Context: an optimization exercise on an open-source flow, tuned for small area, a short achievable clock period and few clock cycles. The choices shown serve that exercise and are no tape-out recipe.
The RTL was checked by simulation tests, not by an equivalence proof against the original design.
Power is estimated from default activity; no workload was simulated.

==> 11-18: inputs <==
// dfp_mul128
module dfp_mul128(clk, ld, a, b, o, sign_exe, inf, overflow, underflow, done);
export LEC_CHECK = 0
export CAP_MARGIN = 35
export CORE_MARGIN = 2
export CORE_UTILIZATION = 60
export SETUP_SLACK_MARGIN = 1.5
export SLEW_MARGIN = 25
create_clock -name core_clock -period 5.0 [get_ports {clk}]
run.sh (not shown) runs the stock make flow with config.mk's settings and CLKGATE_MAP_FILE= SYNTH_SCRIPT=/design/flow/synth_recipe.tcl, a recipe that flattens the netlist after the stock synthesis.
==> 06-24: changes against 11-18 <==
--- a/flow/design.v
+++ b/flow/design.v
@@ -307,22 +307,20 @@
 reg [9:0] sel;	 
 always @(posedge clk) begin
 	cnt <= ld ? 6'd0 : (cnt == 6'd20) ? cnt : cnt + 6'd1;
 	sel <= grp;
 	done <= !ld && cnt == 6'd19;
 end
-function [6:0] dm10;
+function [6:0] dm10;	 
 input [5:0] t;
+reg [2:0] q;
+reg [3:0] r;
 begin
-	dm10[0] = (t == 6'd1) | (t == 6'd3) | (t == 6'd5) | (t == 6'd7) | (t == 6'd9) | (t == 6'd11) | (t == 6'd13) | (t == 6'd15) | (t == 6'd17) | (t == 6'd19) | (t == 6'd21) | (t == 6'd23) | (t == 6'd25) | (t == 6'd27) | (t == 6'd29) | (t == 6'd31) | (t == 6'd33) | (t == 6'd35) | (t == 6'd37) | (t == 6'd39) | (t == 6'd41) | (t == 6'd43) | (t == 6'd45) | (t == 6'd47) | (t == 6'd49);
-	dm10[1] = (t == 6'd2) | (t == 6'd3) | (t == 6'd6) | (t == 6'd7) | (t == 6'd12) | (t == 6'd13) | (t == 6'd16) | (t == 6'd17) | (t == 6'd22) | (t == 6'd23) | (t == 6'd26) | (t == 6'd27) | (t == 6'd32) | (t == 6'd33) | (t == 6'd36) | (t == 6'd37) | (t == 6'd42) | (t == 6'd43) | (t == 6'd46) | (t == 6'd47);
-	dm10[2] = (t == 6'd4) | (t == 6'd5) | (t == 6'd6) | (t == 6'd7) | (t == 6'd14) | (t == 6'd15) | (t == 6'd16) | (t == 6'd17) | (t == 6'd24) | (t == 6'd25) | (t == 6'd26) | (t == 6'd27) | (t == 6'd34) | (t == 6'd35) | (t == 6'd36) | (t == 6'd37) | (t == 6'd44) | (t == 6'd45) | (t == 6'd46) | (t == 6'd47);
-	dm10[3] = (t == 6'd8) | (t == 6'd9) | (t == 6'd18) | (t == 6'd19) | (t == 6'd28) | (t == 6'd29) | (t == 6'd38) | (t == 6'd39) | (t == 6'd48) | (t == 6'd49);
-	dm10[4] = (t == 6'd10) | (t == 6'd11) | (t == 6'd12) | (t == 6'd13) | (t == 6'd14) | (t == 6'd15) | (t == 6'd16) | (t == 6'd17) | (t == 6'd18) | (t == 6'd19) | (t == 6'd30) | (t == 6'd31) | (t == 6'd32) | (t == 6'd33) | (t == 6'd34) | (t == 6'd35) | (t == 6'd36) | (t == 6'd37) | (t == 6'd38) | (t == 6'd39);
-	dm10[5] = (t == 6'd20) | (t == 6'd21) | (t == 6'd22) | (t == 6'd23) | (t == 6'd24) | (t == 6'd25) | (t == 6'd26) | (t == 6'd27) | (t == 6'd28) | (t == 6'd29) | (t == 6'd30) | (t == 6'd31) | (t == 6'd32) | (t == 6'd33) | (t == 6'd34) | (t == 6'd35) | (t == 6'd36) | (t == 6'd37) | (t == 6'd38) | (t == 6'd39);
-	dm10[6] = (t == 6'd40) | (t == 6'd41) | (t == 6'd42) | (t == 6'd43) | (t == 6'd44) | (t == 6'd45) | (t == 6'd46) | (t == 6'd47) | (t == 6'd48) | (t == 6'd49);
+	q = t >= 6'd40 ? 3'd4 : t >= 6'd30 ? 3'd3 : t >= 6'd20 ? 3'd2 : t >= 6'd10 ? 3'd1 : 3'd0;
+	r = t[3:0] - q * 4'd10;	 
+	dm10 = {q, r};
 end
 endfunction
 reg [203:0] R;	 
 reg [11:0] stage;	 
 reg [143:0] lo;	 
 wire [6:0] d0 = dm10(R[5:0]);
CAP_MARGIN = 30   (was 35)
SETUP_SLACK_MARGIN = 1.0   (was 1.5)
SLEW_MARGIN = 20   (was 25)
==> run notes <==
N_taps: 06-24 1768; 11-18 1876
Highest clock frequency the design can meet: 06-24 245.1 MHz; 11-18 274.5 MHz
Worst-case setup slack after placement: 06-24 213.2 ps; 11-18 265.7 ps
Post-cts gate resize count: 06-24 25; 11-18 436
Via density: 06-24 6.487; 11-18 6.576
Worst min-delay path endpoint: 06-24 lo[129]$_DFF_P_; 11-18 lo[130]$_DFF_P_
Reg2Reg Setup Slack: 06-24 920 ps; 11-18 1360 ps
Worst ir drop on vdd: 06-24 0.3901 mV; 11-18 0.3619 mV
Leakage power summed over all cells: 06-24 0.04232 uW; 11-18 0.04500 uW
Amount of wire on met2 after detailed routing: 06-24 131700 um; 11-18 133700 um
Die span in x: 06-24 370.5 um; 11-18 379.0 um
Relative contribution of the clock network to total power: 06-24 19.2%; 11-18 19.1%
Final Worst Setup Slack: 06-24 920.8 ps; 11-18 1357 ps
Result of the run: 06-24 finished clean; 11-18 finished clean
Testbench counts of 11-18, summed over its fixed seeds: cycles 5,376.
Testbench counts of 06-24, summed over its fixed seeds: cycles 5,376.

[separate check: timing with driven ports]
In the flow no input, the clock included, has a driving cell. The finished layouts below were timed again as built, in two steps.
Step 1: set_driving_cell puts a clkbuf_16 on clk and a buf_2 on each other input, an assumption about the parent block.
Step 2 moves the port delays by t, midway between the first and last clock arrival at a register: inputs arrive t later, outputs are due t later. That takes back most of the time a late clock gives input paths.
a / b / c = ideal / step 1 / step 2; a / b = the first two.
run	t (ns)	setup WS [ns]	slew at the worst register clock pin (ns)
11-18	0.845	1.357 / 1.357 / 0.627	0.07 / 0.07
06-24	0.845	0.921 / 0.921 / 0.211	0.07 / 0.07
After both steps setup and hold are still met in every run listed. For 11-18, which loses most, drivers alone change the setup slack by 0.000 ns; drivers and shift together by -0.730 ns.
